This design comes from an exercise in tuning for small area on the open sky130 flow, not from production work. The RTL was checked by simulation tests, not by an equivalence proof against the original design. No activity file was given, so power comes from the tool's default toggle rates.

Design filter_fir, start of the top module:
module filter_fir(input clk, input rst, input signed [15:0] din, output signed [15:0] dout);
Size: roughly 1300 flip-flops, ~34 I/O pins, about 45000 um^2 of cells after synthesis.
clock: 6.5 ns
lec_check: 0
cap_margin: 0
core_margin: 2
core_utilization: 40
slew_margin: 0
synth_hierarchical: 1
standard.sh (not shown) runs the stock make flow with config.mk's settings and CLKGATE_MAP_FILE= SYNTH_SCRIPT=/design/flow/synth_recipe.tcl, a recipe that flattens the netlist after the stock synthesis.
==> flow/flow/run.sh <==
#!/bin/bash
# The standard layout (standard.sh) with the clock tree built without dummy load cells
# and the port buffers made of the smallest buffer cell.
set -euo pipefail
CTS="-sink_clustering_enable -repair_clock_nets -dont_use_dummy_load -sink_clustering_size 19 -sink_clustering_max_diameter 58 -buf_list {sky130_fd_sc_hd__clkbuf_2 sky130_fd_sc_hd__clkbuf_4 sky130_fd_sc_hd__clkbuf_8}"
bash standard.sh "CTS_ARGS=$CTS" "BUFFER_PORTS_ARGS=-buffer_cell sky130_fd_sc_hd__buf_1" finish > standard_flow.log 2>&1
Next try:
--- a/flow/flow/run.sh
+++ b/flow/flow/run.sh
@@ -5 +5 @@
-CTS="-sink_clustering_enable -repair_clock_nets -dont_use_dummy_load -sink_clustering_size 19 -sink_clustering_max_diameter 58 -buf_list {sky130_fd_sc_hd__clkbuf_2 sky130_fd_sc_hd__clkbuf_4 sky130_fd_sc_hd__clkbuf_8}"
+CTS="-sink_clustering_enable -repair_clock_nets -dont_use_dummy_load -sink_clustering_size 19 -sink_clustering_max_diameter 58 -sink_clustering_levels 2 -buf_list {sky130_fd_sc_hd__clkbuf_2 sky130_fd_sc_hd__clkbuf_4 sky130_fd_sc_hd__clkbuf_8}"
--- a/flow/config.mk
+++ b/flow/config.mk
@@ -10,0 +11,2 @@
+export GPL_ROUTABILITY_DRIVEN = 0
+export GPL_TIMING_DRIVEN = 0
The new run went through all stages and came out clean. Power barely changes. Sequential power is about the same. Count of clock-buffer cells in the layout goes up by 2. Synthesized area is unchanged. Utilization stays flat. Wire length goes down by 3.5%. Clock skew hardly moves. Design area hardly moves. First-iteration DRC count goes up by 5.1%. Register-to-register slack degrades by 0.11 ns. Via count goes down by about 1.5%.
Next try:
==> flow/flow/run.sh (replaced) <==
#!/bin/bash
# The standard layout (standard.sh) with the clock tree built without dummy load cells
# and the port buffers made of the smallest buffer cell.
set -euo pipefail
CTS="-sink_clustering_enable -repair_clock_nets -dont_use_dummy_load -sink_clustering_size 19 -sink_clustering_max_diameter 58 -buf_list {sky130_fd_sc_hd__clkbuf_2 sky130_fd_sc_hd__clkbuf_4 sky130_fd_sc_hd__clkbuf_8}"
bash standard.sh "CTS_ARGS=$CTS" "BUFFER_PORTS_ARGS=-buffer_cell sky130_fd_sc_hd__buf_1" finish > standard_flow.log 2>&1
--- a/flow/config.mk
+++ b/flow/config.mk
@@ -8 +8 @@
-export CAP_MARGIN = 0
+export CAP_MARGIN = 20
@@ -10,4 +10,3 @@
-export CORE_UTILIZATION = 40
-export GPL_ROUTABILITY_DRIVEN = 0
-export GPL_TIMING_DRIVEN = 0
-export SLEW_MARGIN = 0
+export CORE_UTILIZATION = 55
+export PLACE_DENSITY = 0.65
+export SLEW_MARGIN = 20
Effect: Worst setup slack gets better by 0.15 ns; non-clock buffer count climbs by 28; routed wire length hardly moves; design area drops by 0.82%; critical path depth does not change; power climbs by about 1%; register-to-register slack gets better by 0.15 ns; fmax climbs by 2.4%; via count climbs by about 1.5%; clock skew hardly moves.

---

filter_fir, a different RTL version from the one above (not shown whole).
For scale: ~47,000 um^2 of cells after synthesis.
==> flow/design.v (excerpt) <==
module filter_fir(input clk, input rst, input signed [15:0] din, output signed [15:0] dout);
  reg [15:0] d0;
  reg [15:0] d1;
  reg [15:0] d2;
  reg [15:0] d3;
  reg [15:0] d4;
  reg [15:0] d5;
  reg [15:0] d6;
  reg [6:0] cnt;
  reg [15:0] w0;   
  reg [15:0] w1;   
  reg [15:0] w2;   
  reg [15:0] w3;   
  reg [15:0] w4;   
  reg [15:0] w5;   
  reg [15:0] w6;   
  reg [15:0] w7;   
  reg [15:0] w8;   
  reg [15:0] w9;   
  reg [15:0] w10;   
  reg [15:0] w11;   
  reg [15:0] w12;   
  reg [15:0] w13;   
  reg [15:0] w14;   
  reg [15:0] w15;   
  reg [15:0] w16;   
  reg [15:0] w17;   
  reg [15:0] w18;   
  reg [15:0] w19;   
  reg [15:0] w20;   
  reg [15:0] w21;   
  reg [15:0] w22;   
  reg [15:0] w23;   
  reg [15:0] w24;   
  reg [15:0] w25;   
  reg [15:0] w26;   
  reg [15:0] w27;   
  reg [15:0] w28;   
  reg [15:0] w29;   
  reg [15:0] w30;   
  reg [15:0] w31;   
  reg [15:0] w32;   
  reg [15:0] w33;   
  reg [15:0] w34;   
  reg [15:0] w35;   
  reg [15:0] w36;   
  reg [15:0] w37;   
  reg [15:0] w38;   
  reg [15:0] w39;   
  reg [15:0] w40;   
  reg [15:0] w41;   
  reg [15:0] w42;   
  reg [15:0] w43;   
  reg [15:0] w44;   
  reg [15:0] w45;   
  reg [15:0] w46;   
  reg [15:0] w47;   
  reg [15:0] w48;   
  reg [15:0] w49;   
  reg [15:0] w50;   
  reg [15:0] w51;   
  reg [15:0] w52;   
  reg [15:0] w53;   
  reg [15:0] w54;   
  ...
==> flow/config.mk <==
export PLATFORM = sky130hd
export DESIGN_NAME = filter_fir
export DESIGN_NICKNAME = filter_fir
export VERILOG_FILES = /design/flow/design.v
export SDC_FILE = /design/flow/constraint.sdc
export NUM_CORES = 8
export LEC_CHECK = 0
export CAP_MARGIN = 20
export CORE_MARGIN = 2
export CORE_UTILIZATION = 40
export SLEW_MARGIN = 20
export SYNTH_HIERARCHICAL = 1
==> flow/constraint.sdc <==
create_clock -name core_clock -period 6.5 [get_ports {clk}]
set_input_delay 1.3000 -clock core_clock [delete_from_list [all_inputs] [get_ports {clk}]]
set_output_delay 1.3000 -clock core_clock [all_outputs]
set_load 0.01 [all_outputs]
==> flow/flow/run.sh <==
#!/bin/bash
# The standard layout (standard.sh) with the clock tree built without dummy load cells
# and the port buffers made of the smallest buffer cell.
set -euo pipefail
CTS="-sink_clustering_enable -repair_clock_nets -dont_use_dummy_load -sink_clustering_size 20 -sink_clustering_max_diameter 60 -buf_list {sky130_fd_sc_hd__clkbuf_2 sky130_fd_sc_hd__clkbuf_4 sky130_fd_sc_hd__clkbuf_8}"
bash standard.sh "CTS_ARGS=$CTS" "BUFFER_PORTS_ARGS=-buffer_cell sky130_fd_sc_hd__buf_1" finish > standard_flow.log 2>&1
Change:
==> flow/flow/run.sh (replaced) <==
#!/bin/bash
# The standard layout (standard.sh) with the clock tree built without dummy load cells
# and the port buffers made of the smallest buffer cell.
set -euo pipefail
CTS="-sink_clustering_enable -repair_clock_nets -dont_use_dummy_load -sink_clustering_size 16 -sink_clustering_max_diameter 50 -buf_list {sky130_fd_sc_hd__clkbuf_4 sky130_fd_sc_hd__clkbuf_8}"
bash standard.sh "CTS_ARGS=$CTS" "BUFFER_PORTS_ARGS=-buffer_cell sky130_fd_sc_hd__buf_1" finish > standard_flow.log 2>&1
The new run ran to the end with no violations.
Maximum frequency is higher by 0.62%.
Cell count is higher by about 0.5%.
Area after synthesis is unchanged.

---

filter_fir, a different RTL version from the one above (not shown whole).
Size in the first run: ~3,300 cells after synthesis, ~1,300 flip-flops, about 34 I/O pins, about 48,000 um^2 of cells after synthesis.
export LEC_CHECK = 0
export CAP_MARGIN = 20
export CORE_MARGIN = 2
export CORE_UTILIZATION = 40
export SLEW_MARGIN = 20
export SYNTH_HIERARCHICAL = 1
create_clock -name core_clock -period 6.5 [get_ports {clk}]
==> flow/flow/run.sh <==
#!/bin/bash
set -euo pipefail
CTS="-sink_clustering_enable -repair_clock_nets -dont_use_dummy_load -sink_clustering_size 30 -sink_clustering_max_diameter 80 -buf_list {sky130_fd_sc_hd__clkbuf_16}"
bash standard.sh "CTS_ARGS=$CTS" "BUFFER_PORTS_ARGS=-buffer_cell sky130_fd_sc_hd__buf_1" finish > standard_flow.log 2>&1
Rerun with:
==> flow/run.sh (new file) <==
#!/bin/bash
# synth_recipe.tcl (not shown) runs the flow's synth.tcl, then flattens the netlist and writes it again
# the make line also repeats each setting of config.mk as NAME=value (left out here)
make -C /OpenROAD-flow-scripts/flow DESIGN_CONFIG=/design/flow/config.mk WORK_HOME=/design/flow/orfs CLKGATE_MAP_FILE= SYNTH_SCRIPT=/design/flow/synth_recipe.tcl finish
CORE_UTILIZATION = 60   (was 40)
CTS_BUF_LIST = sky130_fd_sc_hd__clkbuf_4 sky130_fd_sc_hd__clkbuf_8   (was not set)
CTS_CLUSTER_DIAMETER = 50   (was not set)
CTS_CLUSTER_SIZE = 18   (was not set)
PLACE_DENSITY = 0.7   (was not set)
removed: flow/flow/run.sh
removed: flow/standard.sh
Effect: Cell count drops by a little under a tenth. Register-to-register slack improved by 0.10 ns. Via count rose by a few percent. Wire length climbs slightly. Clock-buffer cell count came out higher by 68. Fmax rises slightly. Design area rose slightly. Power rose by a few percent. Sequential power stays flat. Area after synthesis does not change. Global-route usage increases by 9.8 points.
Rerun with:
CORE_UTILIZATION = 40   (was 60)
CTS_BUF_LIST = sky130_fd_sc_hd__clkbuf_2 sky130_fd_sc_hd__clkbuf_4 sky130_fd_sc_hd__clkbuf_8   (was sky130_fd_sc_hd__clkbuf_4 sky130_fd_sc_hd__clkbuf_8)
CTS_CLUSTER_DIAMETER = 60   (was 50)
CTS_CLUSTER_SIZE = 20   (was 18)
PLACE_DENSITY = not set   (was 0.7)
The new run produced a clean layout.
Worst setup slack gains 0.082 ns.
Via count shrinks by a few percent.
Combinational power stays flat.
Global-route usage shrinks by 9.5 points.
Non-clock buffer count grows by 2.
Total power shrinks slightly.
Rerun with:
==> flow/flow/run.sh (new file) <==
#!/bin/bash
set -euo pipefail
CTS="-sink_clustering_enable -repair_clock_nets -dont_use_dummy_load -sink_clustering_size 20 -sink_clustering_max_diameter 60 -buf_list {sky130_fd_sc_hd__clkbuf_8}"
bash standard.sh "CTS_ARGS=$CTS" "BUFFER_PORTS_ARGS=-buffer_cell sky130_fd_sc_hd__buf_1" finish > standard_flow.log 2>&1
==> flow/standard.sh (new file) <==
#!/bin/bash
# synth_recipe.tcl (not shown) runs the flow's synth.tcl, then flattens the netlist and writes it again
# the make line also repeats each setting of config.mk as NAME=value (left out here)
make -C /OpenROAD-flow-scripts/flow DESIGN_CONFIG=/design/flow/config.mk WORK_HOME=/design/flow/orfs CLKGATE_MAP_FILE= SYNTH_SCRIPT=/design/flow/synth_recipe.tcl "${@:-finish}"
CORE_UTILIZATION = 60   (was 40)
CTS_BUF_LIST = not set   (was sky130_fd_sc_hd__clkbuf_2 sky130_fd_sc_hd__clkbuf_4 sky130_fd_sc_hd__clkbuf_8)
CTS_CLUSTER_DIAMETER = not set   (was 60)
CTS_CLUSTER_SIZE = not set   (was 20)
PLACE_DENSITY = 0.7   (was not set)
removed: flow/run.sh
Sequential cell count is unchanged.
Final area is lower by about 3.5%.
Sequential power hardly moves.
Register-to-register slack gets worse by 0.12 ns.
Core utilization is higher by 20 points.
Final cell count is lower by about 12%.

---

filter_fir, a different RTL version from the one above (not shown whole).
Size: roughly 2,800 cells after synthesis, roughly 1,300 flip-flops, ~34 I/O pins, ~0.045 sq mm of cells after synthesis.
==> flow/config.mk <==
export PLATFORM = sky130hd
export DESIGN_NAME = filter_fir
export DESIGN_NICKNAME = filter_fir
export VERILOG_FILES = /design/flow/design.v
export SDC_FILE = /design/flow/constraint.sdc
export NUM_CORES = 8
export LEC_CHECK = 0
export CAP_MARGIN = 20
export CORE_MARGIN = 2
export CORE_UTILIZATION = 40
export SLEW_MARGIN = 20
export SYNTH_HIERARCHICAL = 1
==> flow/constraint.sdc <==
create_clock -name core_clock -period 6.5 [get_ports {clk}]
set_input_delay 1.3000 -clock core_clock [delete_from_list [all_inputs] [get_ports {clk}]]
set_output_delay 1.3000 -clock core_clock [all_outputs]
set_load 0.01 [all_outputs]
==> flow/flow/run.sh <==
#!/bin/bash
# The standard layout (standard.sh) with the clock tree built without dummy load cells
# and the port buffers made of the smallest buffer cell.
set -euo pipefail
CTS="-sink_clustering_enable -repair_clock_nets -dont_use_dummy_load -sink_clustering_size 22 -sink_clustering_max_diameter 50 -buf_list {sky130_fd_sc_hd__clkbuf_8}"
bash standard.sh "CTS_ARGS=$CTS" "BUFFER_PORTS_ARGS=-buffer_cell sky130_fd_sc_hd__buf_1" finish > standard_flow.log 2>&1
The first run completed without violations.
Change:
==> flow/flow/run.sh (replaced) <==
#!/bin/bash
# The standard layout (standard.sh) with the clock tree built without dummy load cells
# and the port buffers made of the smallest buffer cell.
set -euo pipefail
CTS="-sink_clustering_enable -repair_clock_nets -dont_use_dummy_load -sink_clustering_size 20 -sink_clustering_max_diameter 60 -buf_list {sky130_fd_sc_hd__clkbuf_2 sky130_fd_sc_hd__clkbuf_4 sky130_fd_sc_hd__clkbuf_8}"
bash standard.sh "CTS_ARGS=$CTS" "BUFFER_PORTS_ARGS=-buffer_cell sky130_fd_sc_hd__buf_1" finish > standard_flow.log 2>&1
Effect:
- die area is unchanged
- final cell count came out lower by about 0.5%
- core utilization came out lower by 0.24 points
- global-route usage came out lower by 0.12 points
Change:
==> flow/flow/run.sh (replaced) <==
#!/bin/bash
# The standard layout (standard.sh) with the clock tree built without dummy load cells
# and the port buffers made of the smallest buffer cell.
set -euo pipefail
CTS="-sink_clustering_enable -repair_clock_nets -dont_use_dummy_load -sink_clustering_size 30 -sink_clustering_max_diameter 60 -buf_list {sky130_fd_sc_hd__clkbuf_16}"
bash standard.sh "CTS_ARGS=$CTS" "BUFFER_PORTS_ARGS=-buffer_cell sky130_fd_sc_hd__buf_1" finish > standard_flow.log 2>&1
Effect: Global-route usage stays flat; power climbs by 5.0%; critical path depth stays the same; sequential share of layout area drops by 0.77 points; worst setup slack gets worse by 0.0043 ns; utilization climbs by 0.65 points; design area climbs by 1.5%; via count drops by 0.37%; cell count hardly moves.

---

filter_fir with an RTL version that a note above also has.
Size: about 2700 cells after synthesis, ~34 I/O pins, about 0.045 mm^2 of cells after synthesis.
export LEC_CHECK = 0
export CAP_MARGIN = 0
export CELL_PAD_IN_SITES_DETAIL_PLACEMENT = 0
export CELL_PAD_IN_SITES_GLOBAL_PLACEMENT = 0
export CORE_MARGIN = 2
export CORE_UTILIZATION = 40
export SLEW_MARGIN = 0
export SYNTH_HIERARCHICAL = 1
create_clock -name core_clock -period 6.5 [get_ports {clk}]
==> flow/flow/run.sh <==
#!/bin/bash
# The standard layout (standard.sh) with the clock tree built without dummy load cells
# and the port buffers made of the smallest buffer cell.
set -euo pipefail
CTS="-sink_clustering_enable -repair_clock_nets -dont_use_dummy_load -sink_clustering_size 19 -sink_clustering_max_diameter 58 -buf_list {sky130_fd_sc_hd__clkbuf_2 sky130_fd_sc_hd__clkbuf_4 sky130_fd_sc_hd__clkbuf_8}"
bash standard.sh "CTS_ARGS=$CTS" "BUFFER_PORTS_ARGS=-buffer_cell sky130_fd_sc_hd__buf_1" finish > standard_flow.log 2>&1
Rerun with:
--- a/flow/flow/run.sh
+++ b/flow/flow/run.sh
@@ -5 +5 @@
-CTS="-sink_clustering_enable -repair_clock_nets -dont_use_dummy_load -sink_clustering_size 19 -sink_clustering_max_diameter 58 -buf_list {sky130_fd_sc_hd__clkbuf_2 sky130_fd_sc_hd__clkbuf_4 sky130_fd_sc_hd__clkbuf_8}"
+CTS="-sink_clustering_enable -repair_clock_nets -dont_use_dummy_load -sink_clustering_size 19 -sink_clustering_max_diameter 55 -buf_list {sky130_fd_sc_hd__clkbuf_4 sky130_fd_sc_hd__clkbuf_8}"
Settings changed: CAP_MARGIN 0 to 20, CELL_PAD_IN_SITES_DETAIL_PLACEMENT 0 to not set, CELL_PAD_IN_SITES_GLOBAL_PLACEMENT 0 to not set, PLACE_DENSITY set to 0.75, SLEW_MARGIN 0 to 20.
After rerunning: The changed run completed with no timing, DRC or antenna violations. Die area is unchanged. Total power is lower by about 1.7%. Register-to-register slack barely changes. Fmax hardly moves. First-iteration DRC count increases by 12%. Clock power goes down by about 2%. Worst setup slack hardly moves.
Rerun with:
--- a/flow/flow/run.sh
+++ b/flow/flow/run.sh
@@ -5 +5 @@
-CTS="-sink_clustering_enable -repair_clock_nets -dont_use_dummy_load -sink_clustering_size 19 -sink_clustering_max_diameter 55 -buf_list {sky130_fd_sc_hd__clkbuf_4 sky130_fd_sc_hd__clkbuf_8}"
+CTS="-sink_clustering_enable -repair_clock_nets -dont_use_dummy_load -sink_clustering_size 19 -sink_clustering_max_diameter 58 -buf_list {sky130_fd_sc_hd__clkbuf_2 sky130_fd_sc_hd__clkbuf_4 sky130_fd_sc_hd__clkbuf_8}"
Settings changed: PLACE_DENSITY 0.75 to not set.
Result: Power came out higher by 1.9%; register-to-register slack gets worse by 0.06 ns; die area stays the same; hold slack is worse by 0.042 ns; count of clock-buffer cells in the layout rises by 6; sequential share of layout area is about the same; non-clock buffer count falls by 1; wire length went up by 9.1%.

re-timing with driven ports:
In the flow no input, the clock included, has a driving cell. The finished layouts below were timed again as built, in two steps.
Step 1 assumes that a clkbuf_16 drives the clock port and a buf_2 every other input.
Step 2 moves the port delays by t, midway between the first and last clock arrival at a register: inputs arrive t later, outputs are due t later. That takes back most of the time a late clock gives input paths.
Three values: ideal, step 1, step 2; two values: the first two.
run | t (ns) | slack for setup (ns) | slew at the worst register clock pin (ns)
the first run of note 1 | 0.781 | 0.301 / 0.301 / 0.301 | 0.12 / 0.12
the second run of note 1 | 0.791 | 0.193 / 0.193 / 0.193 | 0.12 / 0.12
the third run of note 1 | 0.754 | 0.339 / 0.339 / 0.339 | 0.11 / 0.11
the first run of note 2 | 0.831 | 0.316 / 0.316 / 0.316 | 0.12 / 0.12
the second run of note 2 | 0.868 | 0.354 / 0.354 / 0.354 | 0.10 / 0.10
the first run of note 3 | 0.745 | 0.475 / 0.475 / 0.475 | 0.12 / 0.12
the second run of note 3 | 0.810 | 0.576 / 0.576 / 0.576 | 0.11 / 0.11
the third run of note 3 | 0.905 | 0.657 / 0.657 / 0.657 | 0.12 / 0.12
the fourth run of note 3 | 0.760 | 0.541 / 0.541 / 0.541 | 0.12 / 0.12
the first run of note 4 | 0.836 | 0.227 / 0.227 / 0.227 | 0.12 / 0.12
the second run of note 4 | 0.792 | 0.225 / 0.225 / 0.225 | 0.12 / 0.12
the third run of note 4 | 0.699 | 0.220 / 0.220 / 0.220 | 0.11 / 0.11
the first run of note 5 | 0.781 | 0.301 / 0.301 / 0.301 | 0.12 / 0.12
the second run of note 5 | 0.787 | 0.300 / 0.300 / 0.300 | 0.12 / 0.12
the third run of note 5 | 0.789 | 0.236 / 0.236 / 0.236 | 0.12 / 0.12
After both steps every run listed still meets setup and hold.
